What follows belongs to an exercise in optimizing a design on an open flow for small area, a short achievable clock period and few clock cycles per item; a production flow would make more cautious choices. Function was checked by simulation only, so behaviour that the tests miss may differ from the original. The clock input has no modelled driver; a real chip could not lean on it and would need a root buffer or a full tree.

Design HT_TOP, start of the top module:
module HT_TOP(
    clk,
    rst_n,
    in_valid,
    in_weight,
    out_mode,
    out_valid,
    out_code
);
For scale: roughly 690 cells after synthesis, ~64 flip-flops, roughly 9 I/O pins, about 4700 um^2 of cells after synthesis.
==> flow/config.mk <==
export PLATFORM = sky130hd
export DESIGN_NAME = HT_TOP
export DESIGN_NICKNAME = HT_TOP
export VERILOG_FILES = /design/flow/design.v
export SDC_FILE = /design/flow/constraint.sdc
export NUM_CORES = 4
export LEC_CHECK = 0
export ABC_AREA = 1
export CAP_MARGIN = 20
export CORE_MARGIN = 2
export CORE_UTILIZATION = 40
export CTS_BUF_LIST = sky130_fd_sc_hd__clkbuf_8
export SLEW_MARGIN = 20
==> flow/constraint.sdc <==
create_clock -name core_clock -period 26.0 [get_ports {clk}]
set_input_delay 5.2000 -clock core_clock [delete_from_list [all_inputs] [get_ports {clk}]]
set_output_delay 5.2000 -clock core_clock [all_outputs]
set_load 0.01 [all_outputs]
standard.sh (not shown) runs the stock make flow with config.mk's settings and CLKGATE_MAP_FILE= SYNTH_SCRIPT=/design/flow/synth_recipe.tcl, a recipe that flattens the netlist after the stock synthesis.
==> flow/flow/run.sh <==
#!/bin/bash
# The standard layout (standard.sh), with these changes:
# - synthesis maps the logic with flow/abc_area.script (flow/synth.tcl);
# - plain buffers (buf_2) on the ports in place of the delay-cell buffers
#   that the port buffering picks by default;
# - after clock tree synthesis, flow/clktree.tcl replaces the two-level
#   clock tree with one level of four clkbuf_16, each driving the registers
#   of one quarter of the core, fed from the clock port.
# Each step's full output is in orfs/logs/; make's output is in flow_make.log.
set -euo pipefail
here=$(pwd)
export FLOW_ABC_SCRIPT="$here/flow/abc_area.script"
bash standard.sh SYNTH_SCRIPT="$here/flow/synth.tcl" SETUP_SLACK_MARGIN=20.3 \
  BUFFER_PORTS_ARGS="-buffer_cell sky130_fd_sc_hd__buf_2" \
  POST_CTS_TCL="$here/flow/clktree.tcl" CLKTREE_NBUF=4 finish > flow_make.log 2>&1
==> flow/flow/abc_area.script <==
strash
dc2
dch -f
map -a
topo
dnsize -c
==> flow/flow/synth.tcl <==
# The standard flow's synthesis script (synth_recipe.tcl), with one change: Yosys's abc
# runs flow/abc_area.script (an area-oriented mapping) in place of ORFS's
# abc_area.script. Registers are mapped before abc, as in the standard
# synthesis, so they are the same.
proc synth {args} { yosys synth -nofsm -noshare {*}$args }
proc abc {args} {
  set i [lsearch $args -script]
  if {$i >= 0} {
    set args [lreplace $args [expr {$i + 1}] [expr {$i + 1}] $::env(FLOW_ABC_SCRIPT)]
  }
  yosys abc {*}$args
}
source $::env(SCRIPTS_DIR)/synth.tcl
# left out here: clear keep_hierarchy, flatten, clean up, hide names made inside functions, write 1_2_yosys.v
Other scripts of this flow, unchanged in this note and not shown: flow/flow/clktree.tcl
Testbench counts at the start, summed over its fixed seeds: cycles 80,215, items 2,400.
Rerun with:
==> flow/flow/run.sh (replaced) <==
#!/bin/bash
# The standard layout, with two changes:
# - plain buffers (buf_2) on the ports in place of the delay-cell buffers
#   that the port buffering picks by default;
# - after clock tree synthesis, flow/clktree.tcl replaces the two-level
#   clock tree with one level of four clkbuf_16, each driving the registers
#   of one quarter of the core, fed from the clock port.
set -euo pipefail
here=$(pwd)
bash standard.sh BUFFER_PORTS_ARGS="-buffer_cell sky130_fd_sc_hd__buf_2" \
  POST_CTS_TCL="$here/flow/clktree.tcl" CLKTREE_NBUF=4 finish > flow_make.log 2>&1
removed: flow/flow/abc_area.script
removed: flow/flow/synth.tcl
Hold slack is worse by 0.054 ns.
Setup slack is about the same.
Core utilization falls by 3.9 points.
Synthesized area grows by 12%.
Routed wire length fell by about 7.5%.
Global-route usage shrinks by 3.9 points.
Synthesized cell count is higher by about 20%.
No run of this note takes its clock network from TritonCTS; it comes from the design's own scripts or RTL.


Setup of run 1:
HT_TOP again, from the RTL that the note above started with.
clock: 26.0 ns
lec_check: 0
abc_area: 1
cap_margin: 20
core_margin: 2
core_utilization: 40
cts_buf_list: sky130_fd_sc_hd__clkbuf_8
slew_margin: 20
==> flow/flow/run.sh <==
#!/bin/bash
# The standard layout (standard.sh), with these changes:
# - synthesis maps the logic with flow/abc_area.script (flow/synth.tcl),
#   and leaves adders to abc too (no ADDER_MAP_FILE half/full adder cells);
# - plain buffers (buf_2) on the ports in place of the delay-cell buffers
#   that the port buffering picks by default;
# - after clock tree synthesis, flow/clktree.tcl replaces the two-level
#   clock tree with one level of four clkbuf_16, each driving the registers
#   of one quarter of the core, fed from the clock port.
# Each step's full output is in orfs/logs/; make's output is in flow_make.log.
set -euo pipefail
here=$(pwd)
export FLOW_ABC_SCRIPT="$here/flow/abc_area.script"
bash standard.sh SYNTH_SCRIPT="$here/flow/synth.tcl" ADDER_MAP_FILE= SETUP_SLACK_MARGIN=20.1 \
  BUFFER_PORTS_ARGS="-buffer_cell sky130_fd_sc_hd__buf_2" \
  POST_CTS_TCL="$here/flow/clktree.tcl" CLKTREE_NBUF=4 finish > flow_make.log 2>&1
==> flow/flow/abc_area.script <==
strash
dc2
&get -n
&dch -f
&nf -R 1000 -p -C 32
&put
strash
dc2
&get -n
&dch -f
&nf -R 1000 -p -C 32
&put
strash
dc2
&get -n
&dch -f
&nf -R 1000 -p -C 32
&put
topo
dnsize -c
==> flow/flow/clktree.tcl <==
# Replace the clock tree that clock_tree_synthesis built with one level of
# NBUF clkbuf_16 buffers, each driving the registers of one region of the
# core, all fed straight from the clock port. All registers get the clock
# through one buffer of the same kind, with balanced loads.
set nbuf 4
if {[info exists ::env(CLKTREE_NBUF)]} { set nbuf $::env(CLKTREE_NBUF) }
set block [ord::get_db_block]
set db [ord::get_db]
set clkport_net [$block findNet clk]
set master [$db findMaster sky130_fd_sc_hd__clkbuf_16]

# the registers' clock pins, and the clock buffers and nets to remove
set sinks {}
set old_insts {}
foreach inst [$block getInsts] {
  set m [[$inst getMaster] getName]
  set n [$inst getName]
  if { [string match "clkbuf_*" $n] || [string match "clkload*" $n] } {
    lappend old_insts $inst
    continue
  }
  set it [$inst findITerm CLK]
  if { $it != "NULL" && $it != "" } {
    lappend sinks $it
  }
}
set old_nets {}
foreach inst $old_insts {
  foreach it [$inst getITerms] {
    set net [$it getNet]
    if { $net != "NULL" && $net != "" && [$net getName] != "clk" } {
      if { [lsearch $old_nets $net] < 0 } { lappend old_nets $net }
    }
  }
}
puts "clktree: [llength $sinks] sinks, removing [llength $old_insts] buffers and [llength $old_nets] nets"
foreach it $sinks { $it disconnect }
foreach inst $old_insts { odb::dbInst_destroy $inst }
foreach net $old_nets { odb::dbNet_destroy $net }

# split the sinks by x into nbuf groups of equal size
set pts {}
foreach it $sinks {
  set inst [$it getInst]
  set loc [$inst getLocation]
  lappend pts [list [lindex $loc 0] [lindex $loc 1] $it]
}
# groups: split by x into nx columns, each column by y into ny rows
set nx [expr {$nbuf == 4 ? 2 : $nbuf}]
set ny [expr {$nbuf / $nx}]
set pts [lsort -integer -index 0 $pts]
set n [llength $pts]
set groups {}
for {set i 0} {$i < $nx} {incr i} {
  set col [lrange $pts [expr {$i * $n / $nx}] [expr {($i + 1) * $n / $nx - 1}]]
  set col [lsort -integer -index 1 $col]
  set m [llength $col]
  for {set j 0} {$j < $ny} {incr j} {
    lappend groups [lrange $col [expr {$j * $m / $ny}] [expr {($j + 1) * $m / $ny - 1}]]
  }
}
set b 0
foreach grp $groups {
  set sx 0; set sy 0
  foreach p $grp { incr sx [lindex $p 0]; incr sy [lindex $p 1] }
  set cx [expr {$sx / [llength $grp]}]
  set cy [expr {$sy / [llength $grp]}]
  set buf [odb::dbInst_create $block $master "clkbuf_m_$b"]
  set net [odb::dbNet_create $block "clknet_m_$b"]
  $net setSigType CLOCK
  [$buf findITerm A] connect $clkport_net
  [$buf findITerm X] connect $net
  foreach p $grp { [lindex $p 2] connect $net }
  $buf setLocation $cx $cy
  $buf setPlacementStatus PLACED
  puts "clktree: buffer $b at $cx $cy drives [llength $grp] sinks"
  incr b
}
detailed_placement
check_placement -verbose
Other scripts of this flow, unchanged in this note and not shown: flow/flow/synth.tcl
The final layout from run 1, which completed every stage, passed the timing, DRC and antenna checks at the end of the flow.
Testbench counts of run 1, summed over its fixed seeds: cycles 80,215, items 2,400.
[inputs] run 2 vs run 1
-- flow/flow/run.sh --
<<< run 1, line 8
#   clock tree with one level of four clkbuf_16, each driving the registers
>>> run 2, line 8
#   clock tree with one level of four clkbuf_8, each driving the registers
<<< run 1, line 16
  POST_CTS_TCL="$here/flow/clktree.tcl" CLKTREE_NBUF=4 finish > flow_make.log 2>&1
>>> run 2, line 16
  POST_CTS_TCL="$here/flow/clktree.tcl" CLKTREE_NBUF=4 CLKTREE_CELL=sky130_fd_sc_hd__clkbuf_8 finish > flow_make.log 2>&1
-- flow/flow/abc_area.script --
<<< run 1, line 2
dc2
>>> run 2, line 2
dch -f
<<< run 1, line 8
dc2
>>> run 2, line 8
dch -f
<<< run 1, line 14
dc2
>>> run 2, line 14
dch -f
-- flow/flow/clktree.tcl --
<<< run 1, line 2
# NBUF clkbuf_16 buffers, each driving the registers of one region of the
>>> run 2, line 2
# NBUF clock buffers (clkbuf_16 unless CLKTREE_CELL names another), each driving the registers of one region of the
<<< run 1, line 10
set master [$db findMaster sky130_fd_sc_hd__clkbuf_16]
>>> run 2, line 10
set cell sky130_fd_sc_hd__clkbuf_16
if {[info exists ::env(CLKTREE_CELL)]} { set cell $::env(CLKTREE_CELL) }
set master [$db findMaster $cell]
Global-route wire length before repair sits lower in run 2 than in run 1.
Per the comparison of run 2 with run 1, minimum hold slack went up by 20 ps; met2 demand-to-capacity share in global routing went up by 4.1 points; number of fill cells in the layout went up by about 0.8%; synthesized area was more or less identical.
Compared with run 1, in run 2 post-placement cell count higher, final area shows a reduction of 1.8%, growth of design area from synthesis to finish lower.
Inputs modified between run 2 and run 3:
==> flow/flow/run.sh <==
#!/bin/bash
# The standard layout (standard.sh), with these changes:
# - synthesis maps the logic with flow/abc_area.script (flow/synth.tcl);
# - plain buffers (buf_2) on the ports in place of the delay-cell buffers
#   that the port buffering picks by default;
# - after clock tree synthesis, flow/clktree.tcl replaces the two-level
#   clock tree with one level of four clkbuf_16, each driving the registers
#   of one quarter of the core, fed from the clock port.
# Each step's full output is in orfs/logs/; make's output is in flow_make.log.
set -euo pipefail
here=$(pwd)
export FLOW_ABC_SCRIPT="$here/flow/abc_area.script"
bash standard.sh SYNTH_SCRIPT="$here/flow/synth.tcl" SETUP_SLACK_MARGIN=20.1 \
  BUFFER_PORTS_ARGS="-buffer_cell sky130_fd_sc_hd__buf_2" \
  POST_CTS_TCL="$here/flow/clktree.tcl" CLKTREE_NBUF=4 finish > flow_make.log 2>&1
-- flow/flow/abc_area.script --
<<< run 2, line 2
dch -f
>>> run 3, line 2
dc2
<<< run 2, line 8
dch -f
>>> run 3, line 8
dc2
<<< run 2, line 14
dch -f
>>> run 3, line 14
dc2
-- flow/flow/clktree.tcl --
<<< run 2, line 2
# NBUF clock buffers (clkbuf_16 unless CLKTREE_CELL names another), each driving the registers of one region of the
>>> run 3, line 2
# NBUF clkbuf_16 buffers, each driving the registers of one region of the
<<< run 2, line 10
set cell sky130_fd_sc_hd__clkbuf_16
if {[info exists ::env(CLKTREE_CELL)]} { set cell $::env(CLKTREE_CELL) }
set master [$db findMaster $cell]
>>> run 3, line 10
set master [$db findMaster sky130_fd_sc_hd__clkbuf_16]
[summary]
Comparing run 3 and run 2, the lower multiplexer share of the synthesized area is on run 2.
Run 3 did not stop at any stage, and its layout met the timing, DRC and antenna checks.
Diff run 2 -> run 3 | worst path setup slack after routing | increase of 47 ps
Comparing run 3 and run 2, the higher post-synthesis compound-gate area fraction is on run 2.
In every run of this note, the design's own scripts or RTL, not TritonCTS, make the clock network.

[what the ideal ports hide]
The results above use ideal ports. As a check the final layouts listed here were re-extracted and re-timed, cells and wires unchanged.
Step 1 (the two cells are an assumption about what drives the block):
set clk [get_ports {clk}]
set_driving_cell -lib_cell sky130_fd_sc_hd__clkbuf_16 $clk
set_driving_cell -lib_cell sky130_fd_sc_hd__buf_2 [delete_from_list [all_inputs] $clk]
Step 2 also shifts input and output timing later by t, the mid clock arrival at the registers, as if the neighbouring blocks saw the same clock.
a / b / c = ideal / step 1 / step 2; a / b = the first two.
| run | t, ns | slack for setup (ns) | worst hold slack (ns) |
|---|---|---|---|
| the first run of note 1 | 0.228 | 20.156 / 20.075 / 20.303 | 0.542 / 0.542 / 0.542 |
| the second run of note 1 | 0.225 | 20.156 / 20.071 / 20.244 | 0.489 / 0.489 / 0.489 |
| run 1 | 0.221 | 20.143 / 20.058 / 20.279 | 0.536 / 0.536 / 0.536 |
| run 2 | 0.225 | 20.114 / 20.045 / 20.270 | 0.557 / 0.557 / 0.557 |
| run 3 | 0.223 | 20.160 / 20.078 / 20.301 | 0.512 / 0.512 / 0.512 |
After both steps setup and hold are still met in every run listed.
